What follows belongs to an exercise in optimizing a design on an open flow for small area, a short achievable clock period and few clock cycles per item; a production flow would make more cautious choices.
Where RTL was checked, it was by simulation tests only, not by an equivalence proof against the original.
Only the layout flow was run in run 1; the RTL was not checked for function there.

## design/flow/config.mk

```make
export PLATFORM = sky130hd
export DESIGN_NAME = bitcoin_hash
export DESIGN_NICKNAME = bitcoin_hash
export VERILOG_FILES = /design/flow/design.v
export SDC_FILE = /design/flow/constraint.sdc
export NUM_CORES = 4
export LEC_CHECK = 0
export CAP_MARGIN = 30
export CORE_MARGIN = 2
export CORE_UTILIZATION = 40
export PLACE_DENSITY = 0.55
export SLEW_MARGIN = 40
```

## design/flow/flow/run.sh

```bash
#!/bin/bash
set -euo pipefail
cd "$(dirname "$0")/.."
export SETUP_SLACK_MARGIN=7
bash standard.sh > make.log 2>&1
```

## design/flow/design.v

```verilog
module bitcoin_hash (
  input  logic        clk, reset_n, start,
  input  logic [15:0] message_addr, output_addr,
  output logic        done, mem_clk, mem_we,
  output logic [15:0] mem_addr,
  output logic [31:0] mem_write_data,
  input  logic [31:0] mem_read_data
);
assign mem_clk = 1'b0;
localparam logic [2047:0] KTAB = {
  32'h428a2f98,32'h71374491,32'hb5c0fbcf,32'he9b5dba5,32'h3956c25b,32'h59f111f1,32'h923f82a4,32'hab1c5ed5,
  32'hd807aa98,32'h12835b01,32'h243185be,32'h550c7dc3,32'h72be5d74,32'h80deb1fe,32'h9bdc06a7,32'hc19bf174,
  32'he49b69c1,32'hefbe4786,32'h0fc19dc6,32'h240ca1cc,32'h2de92c6f,32'h4a7484aa,32'h5cb0a9dc,32'h76f988da,
  32'h983e5152,32'ha831c66d,32'hb00327c8,32'hbf597fc7,32'hc6e00bf3,32'hd5a79147,32'h06ca6351,32'h14292967,
  32'h27b70a85,32'h2e1b2138,32'h4d2c6dfc,32'h53380d13,32'h650a7354,32'h766a0abb,32'h81c2c92e,32'h92722c85,
  32'ha2bfe8a1,32'ha81a664b,32'hc24b8b70,32'hc76c51a3,32'hd192e819,32'hd6990624,32'hf40e3585,32'h106aa070,
  32'h19a4c116,32'h1e376c08,32'h2748774c,32'h34b0bcb5,32'h391c0cb3,32'h4ed8aa4a,32'h5b9cca4f,32'h682e6ff3,
  32'h748f82ee,32'h78a5636f,32'h84c87814,32'h8cc70208,32'h90befffa,32'ha4506ceb,32'hbef9a3f7,32'hc67178f2
};
localparam logic [255:0] IVTAB = {
  32'h6a09e667, 32'hbb67ae85, 32'h3c6ef372, 32'ha54ff53a,
  32'h510e527f, 32'h9b05688c, 32'h1f83d9ab, 32'h5be0cd19
};
function automatic logic [31:0] kc(input logic [5:0] i);
  kc = KTAB[(6'd63 - i)*32 +: 32];
endfunction
function automatic logic [31:0] ivc(input logic [2:0] i);
  ivc = IVTAB[(3'd7 - i)*32 +: 32];
endfunction
function automatic logic [31:0] ror(input logic [31:0] x, input int r);
  ror = (x >> r) | (x << (32-r));
endfunction
function automatic logic [63:0] csa(input logic [31:0] x, y, z);
  logic [31:0] s, c;
  s = x ^ y ^ z;
  c = ((x & y) | (x & z) | (y & z)) << 1;
  csa = {s, c};
endfunction
localparam logic [1:0] B_P1 = 2'd0, B_P2 = 2'd1, B_P3 = 2'd2;
localparam logic [2:0] PH_IDLE = 3'd0, PH_PRE = 3'd1, PH_RND = 3'd2,
                       PH_XFER = 3'd3, PH_FIN = 3'd4;
logic [2:0]  ph, ph_n;
logic [1:0]  blk, blk_n;
logic [6:0]  t, t_n;
logic [3:0]  nonce, nonce_n;
logic [31:0] a, b, c, d, e, f, g, hk;
logic [15:0][31:0] win;
logic [3:0][31:0] rp, rq;       
logic [15:0] ma;
logic        we;
logic [31:0] kr;                
logic        c_init, c_initp2, c_load, c_xfer, c_iv0;
logic        c_ginit, c_gp2, c_ring;    
logic [3:0]  c_fix;
logic [7:0]  c_iv;                
logic        c_sched, c_mem, c_k80, c_k640, c_k256;
logic [3:0]  c_nn;
logic        c_wr;
logic [4:0]  c_off;
assign done = (ph == PH_IDLE);
assign mem_addr = ma;
assign mem_we = we;
assign mem_write_data = a;    
always_comb begin
  ph_n = ph; blk_n = blk; t_n = t + 7'd1; nonce_n = nonce;
  case (ph)
    PH_IDLE: begin
      t_n = 7'd0;
      if (start) begin ph_n = PH_PRE; blk_n = B_P1; nonce_n = 4'd0; end
    end
    PH_PRE:  if (t == 7'd8) begin ph_n = PH_RND; t_n = 7'd0; end
    PH_XFER: if (t == 7'd7) begin ph_n = PH_RND; blk_n = B_P2; t_n = 7'd0; end
    PH_RND:  if (t == 7'd64) begin
      t_n = 7'd0;
      case (blk)
        B_P1: ph_n = PH_XFER;
        B_P2: blk_n = B_P3;
        default: begin
          nonce_n = nonce + 4'd1;
          if (nonce == 4'd15) ph_n = PH_FIN;
          else blk_n = B_P2;
        end
      endcase
    end
    default: begin ph_n = PH_IDLE; t_n = 7'd0; end
  endcase
end
wire kz = (ph == PH_IDLE) || (ph == PH_FIN) || ((ph == PH_PRE) && (t == 7'd8)) ||
          ((ph == PH_XFER) && (t == 7'd7)) || ((ph == PH_RND) && (t == 7'd64));
logic        d_init, d_initp2, d_load, d_xfer, d_iv0;
logic        d_ginit, d_gp2, d_ring;
logic [3:0]  d_fix;
logic [7:0]  d_iv;
logic        d_sched, d_mem, d_k80, d_k640, d_k256;
logic [3:0]  d_nn;
logic        d_wr;
logic [4:0]  d_off;
always_comb begin
  logic rn;
  rn       = (ph_n == PH_RND);
  d_init   = rn && (t_n == 7'd0);
  d_initp2 = d_init && (blk_n == B_P2);
  d_load   = rn && (t_n == 7'd64) && (blk_n != B_P3);
  d_xfer   = (ph_n == PH_XFER);
  d_ginit  = d_init || d_xfer;
  d_gp2    = d_initp2 || d_xfer;
  d_ring   = d_xfer || (ph_n == PH_PRE) || (rn && blk_n == B_P1);
  d_iv0    = rn && (blk_n == B_P3) && (t_n == 7'd63);    
  d_iv     = 8'd0;
  if (d_xfer) d_iv[t_n[2:0]] = 1'b1;
  if (d_iv0)  d_iv[0] = 1'b1;
  d_fix    = 4'd0;
  if (rn && blk_n == B_P3 && t_n <= 7'd7) d_fix[t_n[2:1]] = 1'b1;
  d_sched = 1'b0; d_mem = 1'b0; d_k80 = 1'b0; d_k640 = 1'b0; d_k256 = 1'b0;
  d_nn = 4'd0;
  case (ph_n)
    PH_PRE:  d_mem = 1'b1;
    PH_XFER: case (t_n[2:0])
               3'd0, 3'd1, 3'd2: d_mem = 1'b1;
               3'd3: d_nn = 4'd0;
               3'd4: d_k80 = 1'b1;
               default: ;
             endcase
    PH_RND: begin
      if (t_n <= 7'd7) begin
        case (blk_n)
          B_P1: d_mem = 1'b1;
          B_P2: d_k640 = (t_n == 7'd7);
          default: begin d_k80 = (t_n == 7'd0); d_k256 = (t_n == 7'd7); end
        endcase
      end else if (blk_n == B_P3 && t_n >= 7'd57) begin
        case (t_n[2:0])
          3'd1, 3'd2, 3'd3: d_mem = 1'b1;          
          3'd4: d_nn = nonce + 4'd1;                
          3'd5: d_k80 = 1'b1;                       
          default: ;
        endcase
      end else d_sched = 1'b1;
    end
    default: ;
  endcase
  d_wr  = 1'b0;
  d_off = 5'd16;
  case (ph_n)
    PH_IDLE: d_off = 5'd0;
    PH_PRE:  d_off = t_n[4:0] + 5'd1;
    PH_XFER: d_off = 5'd18;
    PH_RND: begin
      if (blk_n == B_P1) begin
        if (t_n <= 7'd5)       d_off = t_n[4:0] + 5'd10;
        else if (t_n == 7'd64) d_off = 5'd17;
        else                   d_off = 5'd16;
      end else begin
        if (t_n == 7'd56)      d_off = 5'd17;
        else if (t_n == 7'd57) d_off = 5'd18;
        else                   d_off = 5'd16;
        if (blk_n == B_P3 && t_n == 7'd64) begin d_wr = 1'b1; d_off = {1'b0, nonce_n}; end
      end
    end
    default: ;
  endcase
end
logic [31:0] S0, S1, ch, maj, new_a, new_e;
logic [31:0] s1, c1, s2a, c2a, s3a, c3a, s4a, c4a, s2e, c2e;
always_comb begin
  S1  = ror(e,6) ^ ror(e,11) ^ ror(e,25);
  ch  = (e & f) ^ (~e & g);
  S0  = ror(a,2) ^ ror(a,13) ^ ror(a,22);
  maj = (a & b) | (a & c) | (b & c);
  {s1, c1}   = csa(hk, ch, d);
  {s2e, c2e} = csa(s1, c1, S1);
  {s2a, c2a} = csa(hk, ch, maj);
  {s3a, c3a} = csa(s2a, c2a, S1);
  {s4a, c4a} = csa(s3a, c3a, S0);
  new_e = s2e + c2e;
  new_a = s4a + c4a;
end
logic [31:0] fixop, wf;
always_comb begin
  fixop = 32'd0;
  for (int k = 0; k < 8; k++) fixop = fixop | (ivc(3'(k)) & {32{c_iv[k]}});
  for (int j = 0; j < 4; j++) fixop = fixop | (rq[j] & {32{c_fix[j]}});
  wf = win[8] + fixop;
end
logic [31:0] gsel, hk_next;
logic [31:0] hs, hc, hs2, hc2;
always_comb begin
  if (c_ginit) gsel = c_gp2 ? rq[3] : ivc(3'd7);
  else        gsel = g;
  {hs, hc}   = csa(gsel, kr, win[8]);
  {hs2, hc2} = csa(hs, hc, fixop);
  hk_next = hs2 + hc2;
end
logic [31:0] sg0, sg1, sched, ss, sc, ss2, sc2, ins;
always_comb begin
  sg0 = ror(win[1],7) ^ ror(win[1],18) ^ (win[1] >> 3);
  sg1 = ror(win[14],17) ^ ror(win[14],19) ^ (win[14] >> 10);
  {ss, sc}   = csa(sg1, win[9], sg0);
  {ss2, sc2} = csa(ss, sc, win[0]);
  sched = ss2 + sc2;
  if (c_sched)    ins = sched;
  else if (c_mem) ins = mem_read_data;
  else            ins = {c_k80, 21'd0, c_k640, c_k256, c_k640, 3'd0, c_nn};
end
always_ff @(posedge clk) begin
  if (c_init) begin
    if (c_initp2) begin
      a <= rp[0]; b <= rq[0]; c <= rp[1]; d <= rq[1];
      e <= rp[2]; f <= rq[2]; g <= rp[3];
    end else begin
      a <= ivc(3'd0); b <= ivc(3'd1); c <= ivc(3'd2); d <= ivc(3'd3);
      e <= ivc(3'd4); f <= ivc(3'd5); g <= ivc(3'd6);
    end
  end else begin
    a <= new_a; b <= a; c <= b; d <= c;
    e <= new_e; f <= e; g <= f;
  end
  hk <= hk_next;
  kr <= kz ? kc(6'd0) : kc(t[5:0] + 6'd1);    
  for (int i = 0; i < 7; i++) win[i] <= win[i+1];
  win[7] <= wf;
  if (c_load) begin
    win[8]  <= new_a; win[9]  <= a; win[10] <= b; win[11] <= c;
    win[12] <= new_e; win[13] <= e; win[14] <= f; win[15] <= g;
  end else begin
    for (int i = 8; i < 15; i++) win[i] <= win[i+1];
    win[15] <= ins;
  end
  for (int j = 0; j < 4; j++) rp[j] <= rq[j];
  if (c_ring) begin
    for (int j = 0; j < 3; j++) rq[j] <= rp[j+1];
    rq[3] <= wf;
  end else begin
    for (int j = 0; j < 4; j++) rq[j] <= rp[j];
  end
  ma <= (c_wr ? output_addr : message_addr) + {11'd0, c_off};
end
always_ff @(posedge clk, negedge reset_n) begin
  if (!reset_n) begin
    ph <= PH_IDLE; blk <= B_P1; t <= 7'd0; nonce <= 4'd0; we <= 1'b0;
    c_init <= 1'b0; c_initp2 <= 1'b0; c_load <= 1'b0; c_xfer <= 1'b0; c_iv0 <= 1'b0; c_fix <= 4'd0; c_iv <= 8'd0;
    c_ginit <= 1'b0; c_gp2 <= 1'b0; c_ring <= 1'b0;
    c_sched <= 1'b0; c_mem <= 1'b0; c_k80 <= 1'b0; c_k640 <= 1'b0; c_k256 <= 1'b0;
    c_nn <= 4'd0; c_wr <= 1'b0; c_off <= 5'd0;
  end else begin
    ph <= ph_n; blk <= blk_n; t <= t_n; nonce <= nonce_n;
    we <= (ph == PH_RND) && (blk == B_P3) && (t == 7'd64);
    c_init <= d_init; c_initp2 <= d_initp2; c_load <= d_load; c_xfer <= d_xfer; c_iv0 <= d_iv0; c_fix <= d_fix; c_iv <= d_iv;
    c_ginit <= d_ginit; c_gp2 <= d_gp2; c_ring <= d_ring;
    c_sched <= d_sched; c_mem <= d_mem; c_k80 <= d_k80; c_k640 <= d_k640; c_k256 <= d_k256;
    c_nn <= d_nn; c_wr <= d_wr; c_off <= d_off;
  end
end
endmodule
```

## design/flow/constraint.sdc

```tcl
create_clock -name core_clock -period 12.0 [get_ports {clk}]
set_input_delay 2.4000 -clock core_clock [delete_from_list [all_inputs] [get_ports {clk}]]
set_output_delay 2.4000 -clock core_clock [all_outputs]
set_load 0.01 [all_outputs]
```

## design/flow/standard.sh

```bash
#!/bin/bash
# synth_recipe.tcl (not shown) runs the flow's synth.tcl, then flattens the netlist and writes it again
# the make line also repeats each setting of config.mk as NAME=value (left out here)
make -C /OpenROAD-flow-scripts/flow DESIGN_CONFIG=/design/flow/config.mk WORK_HOME=/design/flow/orfs CLKGATE_MAP_FILE= SYNTH_SCRIPT=/design/flow/synth_recipe.tcl "${@:-finish}"
```

==> results of run 1 <==
## flip-flops by register name, summed over array words and instances, names as in the netlist, 16 cells and up
register  cells
rp          128
g            32
d            32
a            32
e            32
kr           32
hk           32
c            32
ma           16
b            32
rq          128
f            32
win         512
## stage by stage
stage | worst slack [ns] | util
6_report | 6.87 | 0.465
3_5_place_dp | 6.24 | 0.428
2_1_floorplan | 7.30 | -
4_1_cts | 6.99 | 0.462
5_1_grt | 6.81 | 0.465
3_3_place_gp | 6.29 | 0.427
## metal layers
layer	routed length, um	up-vias	track usage
met5	25	-	0
li1	-	18328	-
met3	17600	400	0.0471
met2	89700	2106	0.453
met4	12600	4	0.151
met1	90200	20720	0.420
## repair_timing
action / 4_1_cts / 5_1_grt
hold endpoints to repair: 0 / 0
pin swaps: 23 / 44
setup buffers: 8 / 11
setup endpoints to repair: 62 / 67
gates resized for setup: 128 / 80
## worst max-delay path, stage by stage, from the launching register on
cell and delay, ns:
sky130_fd_sc_hd__dfxtp_1 0.51, sky130_fd_sc_hd__inv_1 0.16, sky130_fd_sc_hd__xnor2_1 0.62, sky130_fd_sc_hd__fa_1 0.51, sky130_fd_sc_hd__inv_1 0.09, sky130_fd_sc_hd__fa_1 0.46
sky130_fd_sc_hd__ha_4 0.28, sky130_fd_sc_hd__o21a_1 0.19, sky130_fd_sc_hd__o211ai_1 0.25, sky130_fd_sc_hd__nand2_1 0.15, sky130_fd_sc_hd__nand2_2 0.16, sky130_fd_sc_hd__o211ai_1 0.12
sky130_fd_sc_hd__buf_4 0.18, sky130_fd_sc_hd__o31a_1 0.25, sky130_fd_sc_hd__buf_6 0.14, sky130_fd_sc_hd__a211o_1 0.27, sky130_fd_sc_hd__a21oi_2 0.19, sky130_fd_sc_hd__xor2_2 0.30
sky130_fd_sc_hd__mux2i_1 0.12
## cells in the final DEF, fill, tap and decap left out, drive strengths merged, types with 12 or more instances in the layout
cell / n
ha: 191
mux2: 345
o31ai: 15
o22a: 63
and3: 20
nor4: 13
nor2b: 42
or3: 12
a21o: 71
o21a: 32
clkinv: 28
xnor2: 350
o211ai: 27
a22o: 26
buf: 105
o21bai: 22
o22ai: 27
nand2b: 21
a22oi: 43
and2: 13
dfxtp: 1072
nor3: 63
a221oi: 23
xor2: 74
maj3: 17
nand3: 121
fa: 280
a311oi: 20
dfrtp: 50
a31oi: 30
clkdlybuf4s50: 115
a211oi: 48
mux2i: 49
clkbuf: 161
inv: 609
nand4: 33
nor2: 226
nand2: 262
a21oi: 275
o21ai: 363
## area by class of cell
class,count,area (um^2)
inverter,599,2250
antenna,6,15.0
clock buffer,161,3280
timing repair buffer,220,2020
sequential,1122,22800
clock inverter,56,723
tap,1768,2210
fill,12534,71500
multi-input combinational,3361,28800
## kinds of logic after synthesis
| group | after synthesis | synth area share |
|---|---|---|
| adders and majority gates | 488 | 0.151 |
| and+or+nand+nor | 861 | 0.0742 |
| buffers and inverters | 873 | 0.0610 |
| xor gates and xnor gates | 424 | 0.0688 |
| muxes | 394 | 0.0811 |
| other | 1 | 0.0000695 |
| DFF | 1122 | 0.421 |
| AOI/OAI and AO/OA | 1193 | 0.143 |
## final timing paths
path                                    end  slack (ns)
setup / recovery           win[284]$_DFF_P_        6.87
hold / removal             win[113]$_DFF_P_        0.31
setup reg to reg           win[284]$_DFF_P_        6.87
hold reg to reg            win[113]$_DFF_P_        0.31
max in group asynchronous  c_ring$_DFF_PN0_        9.73
min in group asynchronous    c_wr$_DFF_PN0_        1.67
==> results.json, run 1 <==
{
  "run_status": "no timing/DRC/antenna violations",
  "hold_path_startpoint": "win[145]$_DFF_P_",
  "drc": 0,
  "timing.fmax_mhz": 195,
  "layoutNonFillerInstCount": 7293,
  "htreeDepth": 3,
  "timing.clock.skew_ns": 0.0478,
  "antenna_found_initial": 17,
  "synth-edff-count": 0,
  "holdBufCountCts": 0,
  "detail-route-antenna-nets": 0,
  "final.hold.worst_slack_ns": 0.311,
  "crit-reg2reg-launch": "e[31]$_DFF_P_",
  "timing.setup.critical_path_class": "flop to flop",
  "timing.setup.tns_ns": 0,
  "placedCellCount": 7051,
  "post-route-min-period_ns": 5.13,
  "start_kind": "flop",
  "clock_tree_from_tritoncts": "built",
  "height_of_the_die_um": 371,
  "hold_path_depth": 0,
  "synth.net_count": 5894,
  "fraction_of_layout_instances_using_a_drive_strength_above_1": 0.154,
  "total_of_flip_flops_plus_latches_after_synthesis": 1122,
  "min_path_type": "flop to flop",
  "buffer_ports.inserted": 116,
  "route.detailed.vias_per_inst": 5.70,
  "tightestPinTransition_ns": 0.888,
  "grt.overflow.total": 0,
  "detailed_place.area_um2": 57200,
  "seq_area_frac_synth": 0.421,
  "max-slew-margin-rel": 0.404,
  "area_delta_synth_final_pct": 15.0,
  "maximum_net_fanout_on_the_critical_path": 5,
  "die_w_um": 371,
  "num_vias": 41558,
  "final_design_area_no_fill_um2": 62100,
  "netlist-cell-type-count": 90,
  "routabilityCongestion": 1.03,
  "worst-endpoint-required_ns": 12.59,
  "drt-total-wl_mm": 210,
  "min_period_over_period": 0.428,
  "drt_first_pass_iters": 8,
  "synthArstFlopShare": 0.0446,
  "synth_area_per_cell_um2": 10.1,
  "finalHoldViolations": 0,
  "setup_repair_after_global_routing_missed_its_margin": "true",
  "grt_first_pass_wirelength_mm": 295,
  "largest_net_degree_at_the_start_of_global_routing": 100,
  "synthMostInstantiatedCell": "sky130_fd_sc_hd__dfxtp_1",
  "critical_path.startpoint": "e[31]$_DFF_P_",
  "r2r.worst_path.cells": 18,
  "synth_top_cells_by_count": "1072 x sky130_fd_sc_hd__dfxtp_1, 594 x sky130_fd_sc_hd__inv_1, 357 x sky130_fd_sc_hd__o21ai_0",
  "clock_tree.root_cell": "sky130_fd_sc_hd__clkbuf_16",
  "synth.top_cell.area_share": 0.398,
  "fp.dieArea_um2": 138000,
  "clk_pin_slew_ns": 0.07,
  "postSynth.topFlopCell": "sky130_fd_sc_hd__dfxtp_1",
  "cts_num_sinks": 1122,
  "netlist_top_cells_area": "sky130_fd_sc_hd__dfxtp_1 40%, sky130_fd_sc_hd__fa_1 10%, sky130_fd_sc_hd__mux2_2 7.2%",
  "post_synth_inst_count": 5356,
  "cp-end-kind": "flop",
  "timing.final.max_slew_violations": 0,
  "clk_latency_ns": 0.77,
  "rows": 134,
  "cts_buffer_depth": 3,
  "core_um2": 134000,
  "yosysWarnings": 1,
  "pin_count": 118,
  "cp_data_arrival_time_ns": 5.72,
  "synthDominantAreaCellType": "sky130_fd_sc_hd__dfxtp_1",
  "global_route.usage.total": 0.301,
  "nNetsFinal": 5957,
  "routedWlPerCell_um": 28.8,
  "first_iteration_detailed_routing_drc_count": 4707,
  "first_global_vias": 39663,
  "detailedPlacementHpwl_mm": 163,
  "setup_viol": 0,
  "initial_core_util": 0.404,
  "tritoncts.num_buffers": 115,
  "drv.max_cap_violation_count": 0,
  "synth.cell_area_um2": 54000
}
==> run 2, diff against run 1 <==
--- a/design/flow/design.v
+++ b/design/flow/design.v
@@ -49,10 +49,10 @@
 logic [15:0] ma;
 logic        we;
 logic [31:0] kr;                
-logic        c_init, c_initp2, c_load, c_xfer, c_iv0;
+logic        c_init, c_initp2, c_load;
 logic        c_ginit, c_gp2, c_ring;    
+logic [7:0]  c_iv;                     
 logic [3:0]  c_fix;
-logic [7:0]  c_iv;                
 logic        c_sched, c_mem, c_k80, c_k640, c_k256;
 logic [3:0]  c_nn;
 logic        c_wr;
@@ -85,12 +85,10 @@
     default: begin ph_n = PH_IDLE; t_n = 7'd0; end
   endcase
 end
-wire kz = (ph == PH_IDLE) || (ph == PH_FIN) || ((ph == PH_PRE) && (t == 7'd8)) ||
-          ((ph == PH_XFER) && (t == 7'd7)) || ((ph == PH_RND) && (t == 7'd64));
 logic        d_init, d_initp2, d_load, d_xfer, d_iv0;
 logic        d_ginit, d_gp2, d_ring;
+logic [7:0]  d_iv;
 logic [3:0]  d_fix;
-logic [7:0]  d_iv;
 logic        d_sched, d_mem, d_k80, d_k640, d_k256;
 logic [3:0]  d_nn;
 logic        d_wr;
@@ -131,7 +129,7 @@
       end else if (blk_n == B_P3 && t_n >= 7'd57) begin
         case (t_n[2:0])
           3'd1, 3'd2, 3'd3: d_mem = 1'b1;          
-          3'd4: d_nn = nonce + 4'd1;                
+          3'd4: d_nn = nonce_n + 4'd1;              
           3'd5: d_k80 = 1'b1;                       
           default: ;
         endcase
@@ -161,19 +159,18 @@
   endcase
 end
 logic [31:0] S0, S1, ch, maj, new_a, new_e;
-logic [31:0] s1, c1, s2a, c2a, s3a, c3a, s4a, c4a, s2e, c2e;
+logic [31:0] s1, c1, s2a, c2a, s3a, c3a, s2e, c2e;
 always_comb begin
   S1  = ror(e,6) ^ ror(e,11) ^ ror(e,25);
   ch  = (e & f) ^ (~e & g);
   S0  = ror(a,2) ^ ror(a,13) ^ ror(a,22);
   maj = (a & b) | (a & c) | (b & c);
-  {s1, c1}   = csa(hk, ch, d);
-  {s2e, c2e} = csa(s1, c1, S1);
-  {s2a, c2a} = csa(hk, ch, maj);
-  {s3a, c3a} = csa(s2a, c2a, S1);
-  {s4a, c4a} = csa(s3a, c3a, S0);
+  {s1, c1}   = csa(hk, S1, ch);
+  {s2e, c2e} = csa(s1, c1, d);
+  {s2a, c2a} = csa(s1, c1, S0);
+  {s3a, c3a} = csa(s2a, c2a, maj);
   new_e = s2e + c2e;
-  new_a = s4a + c4a;
+  new_a = s3a + c3a;
 end
 logic [31:0] fixop, wf;
 always_comb begin
@@ -216,7 +213,7 @@
     e <= new_e; f <= e; g <= f;
   end
   hk <= hk_next;
-  kr <= kz ? kc(6'd0) : kc(t[5:0] + 6'd1);    
+  kr <= kc(t_n[5:0]);
   for (int i = 0; i < 7; i++) win[i] <= win[i+1];
   win[7] <= wf;
   if (c_load) begin
@@ -238,17 +235,15 @@
 always_ff @(posedge clk, negedge reset_n) begin
   if (!reset_n) begin
     ph <= PH_IDLE; blk <= B_P1; t <= 7'd0; nonce <= 4'd0; we <= 1'b0;
-    c_init <= 1'b0; c_initp2 <= 1'b0; c_load <= 1'b0; c_xfer <= 1'b0; c_iv0 <= 1'b0; c_fix <= 4'd0; c_iv <= 8'd0;
-    c_ginit <= 1'b0; c_gp2 <= 1'b0; c_ring <= 1'b0;
-    c_sched <= 1'b0; c_mem <= 1'b0; c_k80 <= 1'b0; c_k640 <= 1'b0; c_k256 <= 1'b0;
-    c_nn <= 4'd0; c_wr <= 1'b0; c_off <= 5'd0;
   end else begin
     ph <= ph_n; blk <= blk_n; t <= t_n; nonce <= nonce_n;
     we <= (ph == PH_RND) && (blk == B_P3) && (t == 7'd64);
-    c_init <= d_init; c_initp2 <= d_initp2; c_load <= d_load; c_xfer <= d_xfer; c_iv0 <= d_iv0; c_fix <= d_fix; c_iv <= d_iv;
-    c_ginit <= d_ginit; c_gp2 <= d_gp2; c_ring <= d_ring;
+  end
+end
+always_ff @(posedge clk) begin
+    c_init <= d_init; c_initp2 <= d_initp2; c_load <= d_load; c_fix <= d_fix;
+    c_ginit <= d_ginit; c_gp2 <= d_gp2; c_ring <= d_ring; c_iv <= d_iv;
     c_sched <= d_sched; c_mem <= d_mem; c_k80 <= d_k80; c_k640 <= d_k640; c_k256 <= d_k256;
     c_nn <= d_nn; c_wr <= d_wr; c_off <= d_off;
-  end
 end
 endmodule
==> run 2 against run 1 <==
Compared with the run above:
- final cell count is 1.9% lower
- fmax increased by 1.8%
- sequential cell count unchanged
- non-clock buffer count is 12 lower
- worst setup slack better by 0.093 ns
- register-to-register slack better by 0.09 ns
- largest cell class unchanged
==> results.json, run 2 <==
{
  "ff_latch_area_um2": 22700,
  "synth-edff-count": 0,
  "layout.cells.most_common_list": "1044 x sky130_fd_sc_hd__dfxtp_1, 509 x sky130_fd_sc_hd__inv_1, 363 x sky130_fd_sc_hd__o21ai_0",
  "pin_count": 118,
  "num-fill-cells": 12413,
  "crit-reg2reg-launch": "a[22]$_DFF_P_",
  "multiInputGateArea_um2": 28000,
  "leading_cell_type_in_the_layout_fill_and_taps_excluded": "sky130_fd_sc_hd__dfxtp_1",
  "yosys.area_share.adder": 0.142,
  "cts_num_sinks": 1122,
  "layoutNonFillerInstCount": 7158,
  "synth.cell_area_um2": 52800,
  "area_delta_synth_final_pct": 15.3,
  "detail-route-antenna-nets": 0,
  "detailedPlacementHpwl_mm": 157,
  "htreeDepth": 3,
  "first_global_vias": 38857,
  "drt-total-wl_mm": 205,
  "worst_setup_margin_ns": 6.96,
  "hold_path_startpoint": "win[227]$_DFF_P_",
  "synthArstFlopShare": 0.0152,
  "clk_latency_ns": 0.79,
  "antenna_found_initial": 21,
  "routedWlPerCell_um": 28.6,
  "fp.dieArea_um2": 135000,
  "place_ws_ns": 5.95,
  "biggestRegsByFlops": "win (512), rp (128), rq (128)",
  "worst-endpoint-required_ns": 12.60,
  "core_um2": 131000,
  "die_w_um": 367,
  "synth_area_per_cell_um2": 10.1,
  "height_of_the_die_um": 367,
  "critical_path.cell_chain": "xnor2_1, xnor2_1, fa_1, inv_1, fa_1, ha_1, nand3_1, nor2_1, and2_1, a221oi_4, buf_6, o211ai_1, a31oi_2, xor2_2, o21ai_1",
  "setup_viol": 0,
  "tightestPinTransition_ns": 0.976,
  "tritoncts.num_buffers": 118,
  "synth_xor_area_frac": 0.0691,
  "fraction_of_layout_instances_using_a_drive_strength_above_1": 0.157,
  "setup_repair_after_global_routing_missed_its_margin": "true",
  "timing.clock.skew_ns": 0.0706,
  "routabilityCongestion": 1.01,
  "start_kind": "flop",
  "postSynth.topFlopCell": "sky130_fd_sc_hd__dfxtp_1",
  "post_synth_inst_count": 5245,
  "synth.net_count": 5745,
  "timing.setup.critical_path_class": "flop to flop",
  "seq_area_frac_synth": 0.427,
  "netlist_top_cells_area": "sky130_fd_sc_hd__dfxtp_1 42%, sky130_fd_sc_hd__fa_1 9.4%, sky130_fd_sc_hd__mux2_2 7.1%",
  "post-route-min-period_ns": 5.04,
  "nNetsFinal": 5804,
  "cp_data_arrival_time_ns": 5.64,
  "cts_buffer_depth": 3,
  "muxShareOfSynthArea": 0.0751,
  "main_combinational_cell_family_by_area_after_synthesis": "compound AO/OA/AOI/OAI gates",
  "cpPeakStageDelay_ns": 0.76,
  "finalHoldViolations": 0,
  "timing.final.max_slew_violations": 0,
  "run_status": "no timing/DRC/antenna violations",
  "maximum_net_fanout_on_the_critical_path": 7,
  "drc": 0,
  "cp-end-kind": "flop",
  "yosys.area_share.simple": 0.0806,
  "global_route.usage.total": 0.297,
  "num_vias": 40557,
  "min_period_over_period": 0.420,
  "synth.top_cell.area_share": 0.419,
  "clock_tree.root_cell": "sky130_fd_sc_hd__clkbuf_16",
  "rows": 133,
  "max_flop_register": "win",
  "timing.setup.tns_ns": 0,
  "grt_first_pass_wirelength_mm": 289,
  "max-slew-margin-rel": 0.349,
  "number_of_flip_flops_in_the_largest_register": 512,
  "total_of_flip_flops_plus_latches_after_synthesis": 1122,
  "min_path_type": "flop to flop",
  "initial_core_util": 0.402,
  "synthMostInstantiatedCell": "sky130_fd_sc_hd__dfxtp_1",
  "netlist-cell-type-count": 105,
  "crit_path_top_delay_cell": "sky130_fd_sc_hd__dfxtp_1",
  "critical_path.startpoint": "a[22]$_DFF_P_",
  "synthDominantAreaCellType": "sky130_fd_sc_hd__dfxtp_1",
  "clk_pin_slew_ns": 0.06,
  "synth_top_cells_by_count": "1105 x sky130_fd_sc_hd__dfxtp_1, 515 x sky130_fd_sc_hd__inv_1, 379 x sky130_fd_sc_hd__o21ai_0",
  "yosysWarnings": 1,
  "clock_tree_from_tritoncts": "built",
  "grt.overflow.total": 0,
  "drv.max_cap_violation_count": 0,
  "buffer_ports.inserted": 116,
  "route.detailed.vias_per_inst": 5.67,
  "largest_net_degree_at_the_start_of_global_routing": 102,
  "synth_compound_area_frac": 0.149,
  "first_iteration_detailed_routing_drc_count": 4307,
  "placedCellCount": 6909,
  "timing.fmax_mhz": 198,
  "holdBufCountCts": 0,
  "drt_first_pass_iters": 6
}
## run 2: changes by cell type after synthesis, sizes merged, moves of 15 or more
| cell | delta |
|---|---|
| nor2 | -18 |
| inv | -75 |
| dfrtp | -33 |
| mux2i | -25 |
| fa | -31 |
| o211ai | +15 |
| o21ai | +32 |
| dfxtp | +33 |
## run 2: critical path, delay by kind of cell, from the launching register on
| kind | cells | cell delay [ns] |
|---|---|---|
| adder cells (fa/ha/maj) | 3 | 1.35 |
| AND/OR/NAND/NOR | 3 | 0.76 |
| buffers and inverters | 2 | 0.24 |
| flip-flops | 1 | 0.76 |
| AO/OA/AOI/OAI | 4 | 0.70 |
| XOR/XNOR | 3 | 1.06 |
## run 2: final timing paths
kind	slack, ns	end	cells past startpoint
worst max-delay path	6.96	a[30]$_DFF_P_	15
worst min-delay path	0.30	win[195]$_DFF_P_	0
worst max register to register	6.96	a[30]$_DFF_P_	15
worst min register to register	0.30	win[195]$_DFF_P_	0
max in group asynchronous	10.08	t[3]$_DFF_PN0_	1
min in group asynchronous	1.60	ph[1]$_DFF_PN0_	1
## run 2: logic make-up (layout without fill, tap and decap cells)
family | Yosys count | after routing
multiplexers | 355 | 355
buffers and inverters | 793 | 948
flip-flops | 1122 | 1122
adder cells (fa/ha/maj) | 452 | 452
AO/OA/AOI/OAI | 1217 | 1217
other | 1 | 4
AND/OR/NAND/NOR | 889 | 889
XOR/XNOR | 416 | 416
## run 2: routing by layer
metal | vias up | share of wire | routed length, um | global-route usage
met5 | - | 0.00013 | 27 | 0
met4 | 4 | 0.047 | 9640 | 0.120
met3 | 394 | 0.089 | 18300 | 0.0602
met2 | 1973 | 0.44 | 89400 | 0.456
met1 | 20100 | 0.43 | 87700 | 0.408
li1 | 18086 | - | - | -
## run 2: per-stage QoR
step | util | instance area [um^2] | hold slack, ns
after detailed placement | 0.425 | 55700 | 0.312
final | 0.464 | 60900 | 0.296
after global placement | 0.424 | 55600 | 0.310
after CTS | 0.459 | 60300 | 0.295
after floorplan | - | 52800 | 0.310
after global routing | 0.464 | 60900 | 0.300
## run 2: repair_timing
action / in CTS / in global routing
gates resized for setup: 117 / 93
pin swaps: 18 / 36
cloned: 0 / 1
buffers inserted: 12 / 17
endpoints found under the setup margin: 77 / 48
## run 2: cell type report
type,instances,share of cell area
clock inverter,54,0.0108
inverter,524,0.0323
multi-input combinational,3330,0.460
sequential,1122,0.372
timing repair buffer,208,0.0328
antenna,3,0.000123
clock buffer,162,0.0558
tap,1755,0.0360
Testbench counts of run 2, summed over its fixed seeds: cycles 69,248, items 512.
==> run 3, diff against run 2 <==
--- a/design/flow/config.mk
+++ b/design/flow/config.mk
@@ -5,6 +5,7 @@
 export SDC_FILE = /design/flow/constraint.sdc
 export NUM_CORES = 4
 export LEC_CHECK = 0
+export ABC_AREA = 1
 export CAP_MARGIN = 30
 export CORE_MARGIN = 2
 export CORE_UTILIZATION = 40
==> run 3 against run 2 <==
Compared with the run above:
- still clean on timing, DRC and antenna
- core utilization is 0.62 points lower
- global-route usage up 6.3 points
- fmax increased by 1.4%
- final cell count rose by 21%
- clock-buffer cell count grew 5
- die area rose by 2.9%
- synthesized cell count increased by 28%
- critical path type unchanged
- critical endpoint is now win[277]$_DFF_P_
==> results.json, run 3 <==
{
  "start_kind": "flop",
  "min_period_over_period": 0.414,
  "fp.dieArea_um2": 139000,
  "clk_pin_slew_ns": 0.06,
  "cts_num_sinks": 1122,
  "setup_viol": 0,
  "num_vias": 47065,
  "synthDominantAreaCellType": "sky130_fd_sc_hd__dfxtp_1",
  "timing.clock.skew_ns": 0.0671,
  "clock_tree_from_tritoncts": "built",
  "final.hold.worst_slack_ns": 0.319,
  "drt-total-wl_mm": 257,
  "seq_area_frac_synth": 0.415,
  "detailedPlacementHpwl_mm": 209,
  "rows": 135,
  "grt.overflow.total": 0,
  "total_of_flip_flops_plus_latches_after_synthesis": 1122,
  "synthArstFlopShare": 0.0152,
  "first_iteration_detailed_routing_drc_count": 5326,
  "fraction_of_layout_instances_using_a_drive_strength_above_1": 0.0595,
  "max-slew-margin-rel": 0.382,
  "biggestRegsByFlops": "win (512), rp (128), rq (128)",
  "clock_tree.root_cell": "sky130_fd_sc_hd__clkbuf_16",
  "max_flop_register": "win",
  "timing.setup.critical_path_class": "flop to flop",
  "timing.rr.end": "win[277]$_DFF_P_",
  "drv.max_cap_violation_count": 0,
  "detailed_place.area_um2": 57300,
  "crit-reg2reg-launch": "e[4]$_DFF_P_",
  "nNetsFinal": 7272,
  "timing.fmax_mhz": 201,
  "crit_end": "win[277]$_DFF_P_",
  "final_util": 0.458,
  "detail-route-antenna-nets": 0,
  "initial_core_util": 0.402,
  "synth.top_cell.area_share": 0.407,
  "synthMostInstantiatedCell": "sky130_fd_sc_hd__nand2_1",
  "grt_first_pass_wirelength_mm": 351,
  "routabilityCongestion": 1.09,
  "synth.net_count": 7213,
  "timing.setup.tns_ns": 0,
  "synth_area_per_cell_um2": 8.10,
  "core_um2": 135000,
  "critical_path.startpoint": "e[4]$_DFF_P_",
  "height_of_the_die_um": 373,
  "clk_latency_ns": 0.80,
  "routedWlPerCell_um": 29.6,
  "number_of_flip_flops_in_the_largest_register": 512,
  "final_design_area_no_fill_um2": 61900,
  "tritoncts.num_buffers": 117,
  "postSynth.topFlopCell": "sky130_fd_sc_hd__dfxtp_1",
  "area_delta_synth_final_pct": 13.8,
  "largest_net_degree_at_the_start_of_global_routing": 194,
  "layoutNonFillerInstCount": 8657,
  "antenna_found_initial": 7,
  "buffer_ports.inserted": 116,
  "cp-end-kind": "flop",
  "yosysWarnings": 1,
  "worst-endpoint-required_ns": 12.67,
  "die_w_um": 373,
  "timing.final.max_slew_violations": 0,
  "tightestPinTransition_ns": 0.926,
  "hold_path_startpoint": "win[152]$_DFF_P_",
  "post_synth_inst_count": 6713,
  "cp_data_arrival_time_ns": 5.64,
  "maximum_net_fanout_on_the_critical_path": 5,
  "setup_repair_after_global_routing_missed_its_margin": "true",
  "htreeDepth": 3,
  "min_path_type": "flop to flop",
  "finalHoldViolations": 0,
  "holdBufCountCts": 0,
  "synth-edff-count": 0,
  "netlist_top_cells_area": "sky130_fd_sc_hd__dfxtp_1 41%, sky130_fd_sc_hd__nand2_1 10%, sky130_fd_sc_hd__fa_1 9.2%",
  "synth.cell_area_um2": 54400,
  "setup.reg_to_reg.worst_slack_ns": 7.03,
  "leading_cell_type_in_the_layout_fill_and_taps_excluded": "sky130_fd_sc_hd__nand2_1",
  "run_status": "no timing/DRC/antenna violations",
  "drt_first_pass_iters": 6,
  "netlist-cell-type-count": 62,
  "post-route-min-period_ns": 4.97,
  "placedCellCount": 8424,
  "r2r.worst_path.cells": 18,
  "hold_path_depth": 0,
  "global_route.usage.total": 0.360,
  "layout.cells.most_common_list": "1442 x sky130_fd_sc_hd__nand2_1, 1078 x sky130_fd_sc_hd__dfxtp_1, 1001 x sky130_fd_sc_hd__inv_1",
  "route.detailed.vias_per_inst": 5.44,
  "cts_buffer_depth": 3,
  "pin_count": 118,
  "synth_top_cells_by_count": "1446 x sky130_fd_sc_hd__nand2_1, 1105 x sky130_fd_sc_hd__dfxtp_1, 1004 x sky130_fd_sc_hd__inv_1",
  "first_global_vias": 45212,
  "drc": 0
}
## run 3: cell types whose count changed after synthesis, sizes merged, moves of 55 or more
cell,change
inv,+490
xnor2,-183
a21oi,+55
nand3,+197
o21ai,+188
nand2,+1183
nor2,+177
mux2,-327
xor2,+130
## run 3: timing repair
item / 4_1_cts / 5_1_grt
pin swaps: 3 / 6
buffers inserted: 3 / 6
gates resized for setup: 33 / 52
cloned: 0 / 0
endpoints found under the setup margin: 91 / 61
## run 3: final cells by class
| class | count | area [um^2] |
|---|---|---|
| clock buffers | 167 | 3400 |
| repair buffers | 178 | 1680 |
| well taps | 1781 | 2230 |
| diodes | 4 | 10.0 |
| flip-flops and latches | 1122 | 22600 |
| clock inverters | 52 | 803 |
| fillers | 13715 | 73200 |
| inverters | 1015 | 3830 |
| multi-input cells | 4338 | 27300 |
## run 3: worst max-delay path, cell delays in order, from the launching register on
cell	delay [ns]
sky130_fd_sc_hd__dfxtp_2	0.50
sky130_fd_sc_hd__xnor2_1	0.22
sky130_fd_sc_hd__xor2_1	0.21
sky130_fd_sc_hd__inv_1	0.11
sky130_fd_sc_hd__fa_1	0.49
sky130_fd_sc_hd__inv_1	0.10
sky130_fd_sc_hd__fa_1	0.50
sky130_fd_sc_hd__inv_1	0.05
sky130_fd_sc_hd__fa_1	0.44
sky130_fd_sc_hd__ha_1	0.41
sky130_fd_sc_hd__nand2_1	0.23
sky130_fd_sc_hd__nor2_1	0.08
sky130_fd_sc_hd__nor2_1	0.43
sky130_fd_sc_hd__nand2_1	0.21
sky130_fd_sc_hd__a21oi_1	0.17
sky130_fd_sc_hd__nand2_1	0.10
sky130_fd_sc_hd__or2_2	0.29
sky130_fd_sc_hd__nand3_1	0.21
sky130_fd_sc_hd__nand2_1	0.10
## run 3: logic make-up (layout without fill, tap and decap cells)
group,Yosys count,after routing,synth area share
compound gates,1194,1194,0.124
xor+xnor,363,363,0.0585
mux,11,11,0.00212
fa+ha+maj,441,441,0.135
flops,1122,1122,0.415
other cells,1,5,0.0000690
buf+inv,1253,1412,0.0880
simple gates,2328,2328,0.178
## run 3: per-layer routing
| metal | vias up | wire length (um) | global-route usage |
|---|---|---|---|
| li1 | 21452 | - | - |
| met1 | 23036 | 106000 | 0.470 |
| met2 | 2083 | 112000 | 0.557 |
| met3 | 484 | 20400 | 0.0680 |
| met4 | 10 | 17300 | 0.206 |
| met5 | - | 69 | 0 |
## run 3: worst min path at each step
stage	endpoint	slack (ns)
final	win[120]$_DFF_P_	0.32
after global routing	win[42]$_DFF_P_	0.33
after CTS	win[120]$_DFF_P_	0.32
after detailed placement	win[101]$_DFF_P_	0.31
after global placement	win[114]$_DFF_P_	0.31
after floorplan	win[100]$_DFF_P_	0.31
## run 3: through the flow
stage	setup WS, ns
2_1_floorplan	7.75
3_3_place_gp	5.65
3_5_place_dp	6.05
4_1_cts	6.99
5_1_grt	6.97
6_report	7.03
==> run 4, diff against run 3 <==
==> design/flow/flow/run.sh (replaced) <==
#!/bin/bash
set -euo pipefail
cd "$(dirname "$0")/.."
export SETUP_SLACK_MARGIN=7.5
bash standard.sh > make.log 2>&1
--- a/design/flow/config.mk
+++ b/design/flow/config.mk
@@ -5,7 +5,6 @@
 export SDC_FILE = /design/flow/constraint.sdc
 export NUM_CORES = 4
 export LEC_CHECK = 0
-export ABC_AREA = 1
 export CAP_MARGIN = 30
 export CORE_MARGIN = 2
 export CORE_UTILIZATION = 40
==> run 4 against run 3 <==
Compared with the run above:
- synthesized cell count decreased by 22%
- clock skew down 0.017 ns
- global-route usage fell by 5.3 points
- via count is 12% lower
- non-clock buffer count increased by 133
- critical path depth increased by 1
- still clean
- critical endpoint is now win[286]$_DFF_P_
- sequential cell count unchanged
- critical path type unchanged
- largest cell class unchanged
==> results.json, run 4 <==
{
  "maximum_net_fanout_on_the_critical_path": 3,
  "setup_viol": 0,
  "grt.overflow.total": 0,
  "routedWlPerCell_um": 29.1,
  "detail-route-antenna-nets": 0,
  "synthMostInstantiatedCell": "sky130_fd_sc_hd__dfxtp_1",
  "critical_path.cell_chain": "xnor2_4, xnor2_2, fa_1, inv_2, fa_1, inv_1, fa_1, ha_1, a21oi_2, o211ai_1, nor3_2, o221ai_1, buf_4, a221oi_4, buf_6, o211ai_1, a31oi_2, xor2_2, o21ai_1",
  "fp.dieArea_um2": 135000,
  "buffer_ports.inserted": 116,
  "synth_top_cells_by_count": "1105 x sky130_fd_sc_hd__dfxtp_1, 515 x sky130_fd_sc_hd__inv_1, 379 x sky130_fd_sc_hd__o21ai_0",
  "biggestRegsByFlops": "win (512), rp (128), rq (128)",
  "seq_area_frac_synth": 0.427,
  "synthArstFlopShare": 0.0152,
  "count_of_buffering_cells_on_the_critical_path_with_inverters_included": 4,
  "number_of_flip_flops_in_the_largest_register": 512,
  "timing.rr.end": "win[286]$_DFF_P_",
  "netlist-cell-type-count": 105,
  "crit_family": "adder cells",
  "total_of_flip_flops_plus_latches_after_synthesis": 1122,
  "start_kind": "flop",
  "routabilityCongestion": 0.997,
  "synth_area_per_cell_um2": 10.1,
  "drt-total-wl_mm": 211,
  "clock_tree.root_cell": "sky130_fd_sc_hd__clkbuf_16",
  "fraction_of_layout_instances_using_a_drive_strength_above_1": 0.218,
  "clock_tree_from_tritoncts": "built",
  "tritoncts.num_buffers": 120,
  "timing.critical_path.mode_cell": "sky130_fd_sc_hd__fa_1",
  "clk_latency_ns": 0.79,
  "num_vias": 41187,
  "synth-edff-count": 0,
  "timing.setup.critical_path_class": "flop to flop",
  "max_flop_register": "win",
  "area_delta_synth_final_pct": 20.4,
  "die_w_um": 367,
  "holdBufCountCts": 0,
  "synthDominantAreaCellType": "sky130_fd_sc_hd__dfxtp_1",
  "worst_setup_margin_ns": 7.08,
  "yosysWarnings": 1,
  "place_ws_ns": 5.89,
  "finalHoldViolations": 0,
  "rows": 133,
  "timing.setup.tns_ns": 0,
  "route.detailed.vias_per_inst": 5.67,
  "htreeDepth": 3,
  "timing.fmax_mhz": 203,
  "first_global_vias": 39767,
  "cpPeakStageDelay_ns": 0.49,
  "nNetsFinal": 5909,
  "leading_cell_type_in_the_layout_fill_and_taps_excluded": "sky130_fd_sc_hd__dfxtp_1",
  "synth.top_cell.area_share": 0.419,
  "post-route-min-period_ns": 4.92,
  "timing.final.max_slew_violations": 0,
  "timing.clock.skew_ns": 0.0500,
  "cp_data_arrival_time_ns": 5.56,
  "clk_pin_slew_ns": 0.07,
  "min_path_type": "flop to flop",
  "antenna_found_initial": 19,
  "min_period_over_period": 0.410,
  "layout.cells.most_common_list": "1000 x sky130_fd_sc_hd__dfxtp_1, 500 x sky130_fd_sc_hd__inv_1, 327 x sky130_fd_sc_hd__o21ai_0",
  "cts_buffer_depth": 3,
  "synth.cell_area_um2": 52800,
  "drt_first_pass_iters": 8,
  "global_route.usage.total": 0.306,
  "largest_net_degree_at_the_start_of_global_routing": 83,
  "cts_num_sinks": 1122,
  "initial_core_util": 0.402,
  "worst-endpoint-required_ns": 12.63,
  "first_iteration_detailed_routing_drc_count": 4801,
  "height_of_the_die_um": 367,
  "cp-end-kind": "flop",
  "drc": 0,
  "detailedPlacementHpwl_mm": 160,
  "setup_repair_after_global_routing_missed_its_margin": "true",
  "synth.net_count": 5745,
  "postSynth.topFlopCell": "sky130_fd_sc_hd__dfxtp_1",
  "pin_count": 118,
  "crit-reg2reg-launch": "e[27]$_DFF_P_",
  "crit_path_top_delay_cell": "sky130_fd_sc_hd__fa_1",
  "drv.max_cap_violation_count": 0,
  "crit_cells": 19,
  "netlist_top_cells_area": "sky130_fd_sc_hd__dfxtp_1 42%, sky130_fd_sc_hd__fa_1 9.4%, sky130_fd_sc_hd__mux2_2 7.1%",
  "grt_first_pass_wirelength_mm": 297,
  "crit_end": "win[286]$_DFF_P_",
  "r2r.worst_path.cells": 19,
  "core_um2": 131000,
  "setup.reg_to_reg.worst_slack_ns": 7.08,
  "tightestPinTransition_ns": 0.924,
  "max-slew-margin-rel": 0.380,
  "post_synth_inst_count": 5245,
  "critical_path.startpoint": "e[27]$_DFF_P_",
  "run_status": "no timing/DRC/antenna violations"
}
==> run 4: how the worst min path moves through the flow <==
stage                           startpoint               end  depth (start not counted)
after floorplan           win[132]$_DFF_P_  win[100]$_DFF_P_                          0
after global placement    win[165]$_DFF_P_  win[133]$_DFF_P_                          0
after detailed placement  win[144]$_DFF_P_  win[112]$_DFF_P_                          0
after CTS                 win[219]$_DFF_P_  win[187]$_DFF_P_                          0
after global routing       win[94]$_DFF_P_   win[62]$_DFF_P_                          0
final                     win[219]$_DFF_P_  win[187]$_DFF_P_                          0
==> run 4: timing repair <==
| item | 4_1_cts | 5_1_grt |
|---|---|---|
| buffers inserted | 91 | 30 |
| pin swaps | 149 | 122 |
| gates cloned | 3 | 0 |
| gates resized for setup | 415 | 198 |
| setup endpoints to repair | 203 | 109 |
==> run 4: metal layers <==
| metal | vias up | track usage | routed length, um |
|---|---|---|---|
| met4 | 6 | 0.137 | 11400 |
| li1 | 18289 | - | - |
| met2 | 2025 | 0.466 | 91700 |
| met5 | - | 0 | 35 |
| met3 | 415 | 0.0626 | 19300 |
| met1 | 20452 | 0.419 | 88900 |
==> run 4: kinds of logic after synthesis <==
logic type	after synthesis	synth area share
buffers and inverters	793	0.0579
adder cells (fa/ha/maj)	452	0.142
AND/OR/NAND/NOR	889	0.0806
XOR/XNOR	416	0.0691
multiplexers	355	0.0751
AO/OA/AOI/OAI	1217	0.149
other	1	0.0000710
flip-flops	1122	0.427
==> run 4: per-stage QoR <==
step | instance area [um^2] | util | hold slack, ns | cells
after floorplan | 52900 | - | 0.310 | 5245
after global placement | 55700 | 0.424 | 0.310 | 6911
after detailed placement | 55800 | 0.425 | 0.312 | 6917
after CTS | 62400 | 0.476 | 0.287 | 7235
after global routing | 63600 | 0.485 | 0.298 | 7266
final | 63600 | 0.485 | 0.281 | 7269
==> run 4: layout make-up <==
class | count | area, um^2
Antenna cell | 3 | 7.51
Clock buffer | 161 | 3420
Clock inverter | 63 | 764
Fill cell | 12119 | 67700
Inverter | 524 | 1980
Multi-Input combinational cell | 3330 | 29500
Sequential cell | 1122 | 22800
Tap cell | 1755 | 2200
Timing Repair Buffer | 311 | 2930
==> run 4: worst reg2reg max path: stages (launching register included) <==
cell and delay [ns]:
sky130_fd_sc_hd__dfxtp_4 0.40, sky130_fd_sc_hd__xnor2_4 0.18, sky130_fd_sc_hd__xnor2_2 0.15, sky130_fd_sc_hd__fa_1 0.50
sky130_fd_sc_hd__inv_2 0.04, sky130_fd_sc_hd__fa_1 0.48, sky130_fd_sc_hd__inv_1 0.05, sky130_fd_sc_hd__fa_1 0.47
sky130_fd_sc_hd__ha_1 0.31, sky130_fd_sc_hd__a21oi_2 0.18, sky130_fd_sc_hd__o211ai_1 0.24, sky130_fd_sc_hd__nor3_2 0.20
sky130_fd_sc_hd__o221ai_1 0.13, sky130_fd_sc_hd__buf_4 0.20, sky130_fd_sc_hd__a221oi_4 0.35, sky130_fd_sc_hd__buf_6 0.20
sky130_fd_sc_hd__o211ai_1 0.12, sky130_fd_sc_hd__a31oi_2 0.30, sky130_fd_sc_hd__xor2_2 0.20, sky130_fd_sc_hd__o21ai_1 0.08
==> run 5, diff against run 4 <==
==> design/flow/flow/run.sh (replaced) <==
#!/bin/bash
set -euo pipefail
cd "$(dirname "$0")/.."
export SETUP_SLACK_MARGIN=7
bash standard.sh > make.log 2>&1
--- a/design/flow/config.mk
+++ b/design/flow/config.mk
@@ -8,5 +8,8 @@
 export CAP_MARGIN = 30
 export CORE_MARGIN = 2
 export CORE_UTILIZATION = 40
+export CTS_BUF_LIST = sky130_fd_sc_hd__clkbuf_4 sky130_fd_sc_hd__clkbuf_8 sky130_fd_sc_hd__clkbuf_16
+export CTS_CLUSTER_DIAMETER = 100
+export CTS_CLUSTER_SIZE = 30
 export PLACE_DENSITY = 0.55
 export SLEW_MARGIN = 40
==> run 5 against run 4 <==
Compared with the run above:
- non-clock buffer count is 105 lower
- core utilization is 3.9 points lower
- clock-buffer cell count decreased by 107
==> results.json, run 5 <==
{
  "timing.setup.critical_path_class": "flop to flop",
  "drv.max_cap_violation_count": 0,
  "timing.final.max_slew_violations": 0,
  "setup_repair_after_global_routing_missed_its_margin": "true",
  "fraction_of_layout_instances_using_a_drive_strength_above_1": 0.138,
  "timing.clock.skew_ns": 0.0507,
  "drc": 0,
  "layout.cells.most_common_list": "1041 x sky130_fd_sc_hd__dfxtp_1, 509 x sky130_fd_sc_hd__inv_1, 363 x sky130_fd_sc_hd__o21ai_0",
  "timing.fmax_mhz": 198,
  "leading_cell_type_in_the_layout_fill_and_taps_excluded": "sky130_fd_sc_hd__dfxtp_1",
  "clock_tree_from_tritoncts": "built",
  "clk_latency_ns": 0.73,
  "hold_path_depth": 0,
  "cp-end-kind": "flop",
  "num_vias": 39884,
  "routedWlPerCell_um": 28.9,
  "nNetsFinal": 5736,
  "timing.setup.tns_ns": 0,
  "cts_num_sinks": 1122,
  "netlist-cell-type-count": 105,
  "timing.rr.end": "rq[126]$_DFF_P_",
  "cts_buffer_depth": 3,
  "netlist_top_cells_area": "sky130_fd_sc_hd__dfxtp_1 42%, sky130_fd_sc_hd__fa_1 9.4%, sky130_fd_sc_hd__mux2_2 7.1%",
  "cp_data_arrival_time_ns": 5.73,
  "pin_count": 118,
  "setup_viol": 0,
  "hold_path_startpoint": "win[227]$_DFF_P_",
  "max_flop_register": "win",
  "crit-reg2reg-launch": "c_fix[3]$_SDFF_PN0_",
  "grt.overflow.total": 0,
  "post_synth_inst_count": 5245,
  "start_kind": "flop",
  "synth.top_cell.area_share": 0.419,
  "holdBufCountCts": 0,
  "synthMostInstantiatedCell": "sky130_fd_sc_hd__dfxtp_1",
  "num-fill-cells": 12623,
  "setup.reg_to_reg.worst_slack_ns": 6.96,
  "fp.dieArea_um2": 135000,
  "r2r.worst_path.cells": 13,
  "synth.net_count": 5745,
  "route.detailed.vias_per_inst": 5.68,
  "antenna_found_initial": 19,
  "first_iteration_detailed_routing_drc_count": 4588,
  "run_status": "no timing/DRC/antenna violations",
  "finalHoldViolations": 0,
  "detail-route-antenna-nets": 0,
  "htreeDepth": 2,
  "worst-endpoint-required_ns": 12.69,
  "clk_pin_slew_ns": 0.12,
  "final.hold.worst_slack_ns": 0.324,
  "seq_area_frac_synth": 0.427,
  "synth.cell_area_um2": 52800,
  "area_delta_synth_final_pct": 10.7,
  "routabilityCongestion": 1.01,
  "height_of_the_die_um": 367,
  "first_global_vias": 38176,
  "postSynth.topFlopCell": "sky130_fd_sc_hd__dfxtp_1",
  "clock_tree.root_cell": "sky130_fd_sc_hd__clkbuf_16",
  "maximum_net_fanout_on_the_critical_path": 32,
  "min_path_type": "flop to flop",
  "largest_net_degree_at_the_start_of_global_routing": 102,
  "synth-edff-count": 0,
  "biggestRegsByFlops": "win (512), rp (128), rq (128)",
  "die_w_um": 367,
  "core_um2": 131000,
  "min_period_over_period": 0.420,
  "post-route-min-period_ns": 5.04,
  "ff_latch_area_um2": 22700,
  "final_util": 0.446,
  "tightestPinTransition_ns": 0.951,
  "global_route.usage.total": 0.294,
  "tritoncts.num_buffers": 52,
  "max-slew-margin-rel": 0.363,
  "multiInputGateArea_um2": 28000,
  "grt_first_pass_wirelength_mm": 286,
  "end_point_of_the_worst_hold_path": "win[195]$_DFF_P_",
  "drt_first_pass_iters": 6,
  "yosysWarnings": 1,
  "detailedPlacementHpwl_mm": 157,
  "synthArstFlopShare": 0.0152,
  "synthDominantAreaCellType": "sky130_fd_sc_hd__dfxtp_1",
  "synth_area_per_cell_um2": 10.1,
  "total_of_flip_flops_plus_latches_after_synthesis": 1122,
  "drt-total-wl_mm": 203,
  "rows": 133,
  "synth_top_cells_by_count": "1105 x sky130_fd_sc_hd__dfxtp_1, 515 x sky130_fd_sc_hd__inv_1, 379 x sky130_fd_sc_hd__o21ai_0",
  "buffer_ports.inserted": 116,
  "number_of_flip_flops_in_the_largest_register": 512,
  "initial_core_util": 0.402
}
run 5: cell counts after synthesis:
No cell type changed its count.
run 5: worst max-delay path by stage:
stage	depth (start not counted)	slack (ns)	endpoint	from
floorplan	17	7.32	win[285]$_DFF_P_	e[18]$_DFF_P_
global placement	16	5.94	hk[20]$_DFF_P_	c_ginit$_DFF_P_
detailed placement	16	5.95	hk[21]$_DFF_P_	c_ginit$_DFF_P_
CTS	18	6.91	win[285]$_DFF_P_	e[24]$_DFF_P_
global route	21	6.93	win[285]$_DFF_P_	e[26]$_DFF_P_
finish	13	6.96	rq[126]$_DFF_P_	c_fix[3]$_SDFF_PN0_
run 5: cell families after synthesis:
family | share of synthesized area
XOR/XNOR | 0.0691
flip-flops | 0.427
adder cells (fa/ha/maj) | 0.142
buffers and inverters | 0.0579
multiplexers | 0.0751
AO/OA/AOI/OAI | 0.149
AND/OR/NAND/NOR | 0.0806
other | 0.0000710
run 5: worst max-delay path, cell delays in order, from the launching register on:
cell and delay, ns:
sky130_fd_sc_hd__dfxtp_2 0.33, sky130_fd_sc_hd__buf_6 0.26, sky130_fd_sc_hd__a222oi_1 0.90, sky130_fd_sc_hd__nand3_1 0.26, sky130_fd_sc_hd__buf_4 0.23, sky130_fd_sc_hd__ha_1 0.41
sky130_fd_sc_hd__nand4_1 0.11, sky130_fd_sc_hd__nor3_1 0.51, sky130_fd_sc_hd__and4bb_2 0.37, sky130_fd_sc_hd__o31ai_1 0.51, sky130_fd_sc_hd__a21oi_1 0.24, sky130_fd_sc_hd__o21ai_0 0.28
sky130_fd_sc_hd__xor2_1 0.33, sky130_fd_sc_hd__mux2_2 0.21
run 5: timing repair:
action,4_1_cts,5_1_grt
gates cloned,1,0
resized for setup,116,94
buffers inserted,10,17
endpoints found under the setup margin,77,51
pin swaps,14,44
hold endpoints to repair,0,0
run 5: metal layers:
layer	vias up	share of wire	track usage
li1	17883	-	-
met1	19806	0.43	0.415
met2	1852	0.44	0.453
met3	341	0.085	0.0449
met4	2	0.044	0.107
met5	-	0.000039	0
run 5: stage by stage:
step	cell area (um^2)	setup slack (ns)	instances
final	58500	6.96	7020
after global routing	58500	6.93	7015
after CTS	57900	6.91	6998
after detailed placement	55700	5.95	6909
after global placement	55600	5.94	6904
after floorplan	52800	7.32	5245
run 5: cell type report:
class                           instances  area share
Timing Repair Buffer                  206      0.0335
Antenna cell                            5    0.000214
Sequential cell                      1122       0.388
Clock buffer                           54      0.0225
Tap cell                             1755      0.0375
Clock inverter                         24     0.00650
Inverter                              524      0.0336
Multi-Input combinational cell       3330       0.478
==> run 6, diff against run 5 <==
--- a/design/flow/config.mk
+++ b/design/flow/config.mk
@@ -9,7 +9,7 @@
 export CORE_MARGIN = 2
 export CORE_UTILIZATION = 40
 export CTS_BUF_LIST = sky130_fd_sc_hd__clkbuf_4 sky130_fd_sc_hd__clkbuf_8 sky130_fd_sc_hd__clkbuf_16
-export CTS_CLUSTER_DIAMETER = 100
+export CTS_CLUSTER_DIAMETER = 70
 export CTS_CLUSTER_SIZE = 30
 export PLACE_DENSITY = 0.55
 export SLEW_MARGIN = 40
==> run 6 against run 5 <==
Compared with the run above:
- synthesized cell count stayed put
- clock skew rose by 0.016 ns
- sequential share of layout area shrank 1.2 points
- synthesized area unchanged
- final area grew 3.1%
- hold slack worse by 0.0069 ns
- sequential cell count stayed put
- die area did not move
- register-to-register slack improved by 0.07 ns
- wire length is 0.58% higher
==> results.json, run 6 <==
{
  "timing.setup.tns_ns": 0,
  "setup_repair_after_global_routing_missed_its_margin": "true",
  "postSynth.topFlopCell": "sky130_fd_sc_hd__dfxtp_1",
  "route.detailed.vias_per_inst": 5.69,
  "first_global_vias": 38570,
  "cts_buffer_depth": 3,
  "busiest_layer": "met2",
  "max-slew-margin-rel": 0.340,
  "tritoncts.num_buffers": 82,
  "routedWlPerCell_um": 28.8,
  "height_of_the_die_um": 367,
  "max_flop_register": "win",
  "crit-reg2reg-launch": "a[29]$_DFF_P_",
  "hold_path_depth": 0,
  "routabilityCongestion": 1.01,
  "use_met3": 0.0489,
  "pin_count": 118,
  "timing.rr.end": "a[30]$_DFF_P_",
  "setup.reg_to_reg.worst_slack_ns": 7.03,
  "grt.overflow.total": 0,
  "layout.cells.most_common_list": "1043 x sky130_fd_sc_hd__dfxtp_1, 510 x sky130_fd_sc_hd__inv_1, 369 x sky130_fd_sc_hd__o21ai_0",
  "biggestRegsByFlops": "win (512), rp (128), rq (128)",
  "min_period_over_period": 0.414,
  "cp-end-kind": "flop",
  "total_of_flip_flops_plus_latches_after_synthesis": 1122,
  "clk_latency_ns": 0.76,
  "first_iteration_detailed_routing_drc_count": 4790,
  "clock_tree_from_tritoncts": "built",
  "die_w_um": 367,
  "drt_first_pass_iters": 6,
  "drt-total-wl_mm": 204,
  "buffer_ports.inserted": 116,
  "min_path_type": "flop to flop",
  "netlist_top_cells_area": "sky130_fd_sc_hd__dfxtp_1 42%, sky130_fd_sc_hd__fa_1 9.4%, sky130_fd_sc_hd__mux2_2 7.1%",
  "worst-endpoint-required_ns": 12.60,
  "run_status": "no timing/DRC/antenna violations",
  "grt.met1_usage": 0.415,
  "timing.setup.critical_path_class": "flop to flop",
  "timing.clock.skew_ns": 0.0662,
  "finalHoldViolations": 0,
  "synth-edff-count": 0,
  "tightestPinTransition_ns": 0.990,
  "synthDominantAreaCellType": "sky130_fd_sc_hd__dfxtp_1",
  "end_point_of_the_worst_hold_path": "win[160]$_DFF_P_",
  "synth_area_per_cell_um2": 10.1,
  "clk_pin_slew_ns": 0.11
}
==> run 6: cell counts after synthesis <==
Identical to the previous run, type by type.
==> run 6: how the worst max path moves through the flow <==
stage	to	slack, ns	cells after the start
6_report	a[30]$_DFF_P_	7.03	17
5_1_grt	win[282]$_DFF_P_	6.95	19
4_1_cts	a[31]$_DFF_P_	6.89	18
3_5_place_dp	hk[21]$_DFF_P_	5.95	16
3_3_place_gp	hk[20]$_DFF_P_	5.94	16
2_1_floorplan	win[285]$_DFF_P_	7.32	17
==> run 6: layout make-up <==
type	count	area, um^2	share of cell area
multi-input cells	3330	28100	0.466
flip-flops and latches	1122	22700	0.376
inverters	524	1970	0.0326
clock inverters	66	1220	0.0202
repair buffers	212	2020	0.0334
clock buffers	88	2130	0.0354
well taps	1755	2200	0.0364
diodes	2	5.00	0.0000830
==> run 6: stage by stage <==
| step | hold slack [ns] | instances | setup slack, ns | cell area, um^2 |
|---|---|---|---|---|
| after CTS | 0.322 | 7077 | 6.89 | 59700 |
| final | 0.317 | 7099 | 7.03 | 60300 |
| after detailed placement | 0.312 | 6909 | 5.95 | 55700 |
| after global placement | 0.310 | 6904 | 5.94 | 55600 |
| after floorplan | 0.310 | 5245 | 7.32 | 52800 |
| after global routing | 0.319 | 7097 | 6.95 | 60300 |
==> run 6: what timing repair did <==
item,CTS,global route
setup endpoints to repair,75,44
resized for setup,122,93
pin swaps,15,39
setup buffers,13,20
gates cloned,1,0
==> run 6: routing by layer <==
layer | vias to the layer above | routed length (um)
met2 | 1937 | 89600
met1 | 20123 | 88400
met4 | 0 | 8880
li1 | 18004 | -
met3 | 345 | 17200
met5 | - | 0
==> run 6: cells by family after synthesis <==
family          count (synthesis)  share of synthesized area
simple gates                  889                     0.0806
mux                           355                     0.0751
xor+xnor                      416                     0.0691
flops                        1122                      0.427
compound gates               1217                      0.149
buf+inv                       793                     0.0579
fa+ha+maj                     452                      0.142
other cells                     1                  0.0000710
==> run 6: critical path, stage by stage, from the launching register on <==
cell and delay, ns:
sky130_fd_sc_hd__dfxtp_1 0.32, sky130_fd_sc_hd__buf_4 0.20, sky130_fd_sc_hd__xnor2_1 0.71, sky130_fd_sc_hd__xnor2_1 0.20
sky130_fd_sc_hd__fa_1 0.57, sky130_fd_sc_hd__inv_1 0.05, sky130_fd_sc_hd__fa_1 0.43, sky130_fd_sc_hd__ha_1 0.35
sky130_fd_sc_hd__o21a_1 0.15, sky130_fd_sc_hd__o2111ai_2 0.21, sky130_fd_sc_hd__o221ai_1 0.13, sky130_fd_sc_hd__buf_4 0.19
sky130_fd_sc_hd__a221oi_4 0.29, sky130_fd_sc_hd__buf_6 0.19, sky130_fd_sc_hd__o211ai_1 0.20, sky130_fd_sc_hd__a31oi_2 0.31
sky130_fd_sc_hd__xor2_2 0.22, sky130_fd_sc_hd__o21ai_1 0.08

## separate check: timing with driven ports
In the flow no input, the clock included, has a driving cell. The finished layouts below were timed again as built, in two steps. Step 1 (the two cells are an assumption about what drives the block):
set clk [get_ports {clk}]
set_driving_cell -lib_cell sky130_fd_sc_hd__clkbuf_16 $clk
set_driving_cell -lib_cell sky130_fd_sc_hd__buf_2 [delete_from_list [all_inputs] $clk]
Step 2 moves the port delays by t, midway between the first and last clock arrival at a register: inputs arrive t later, outputs are due t later. That takes back most of the time a late clock gives input paths. Slacks: no drivers / after step 1 / after step 2; pairs: no drivers / after step 1.
run	shift t [ns]	setup slack, ns	slew at the worst register clock pin (ns)	cell pins on the clock port's net
run 1	0.823	6.867 / 6.867 / 6.596	0.07 / 0.07	1
run 2	0.834	6.960 / 6.960 / 6.573	0.07 / 0.07	1
run 3	0.846	7.030 / 7.030 / 7.018	0.07 / 0.07	1
run 4	0.843	7.075 / 7.075 / 6.881	0.07 / 0.07	1
run 5	0.791	6.959 / 6.959 / 6.609	0.12 / 0.12	1
run 6	0.811	7.030 / 7.030 / 6.589	0.11 / 0.11	1
After both steps setup and hold are still met in every run listed. The setup slack of run 6, which loses most, moves by 0.000 ns with the drivers and by -0.441 ns with both steps.
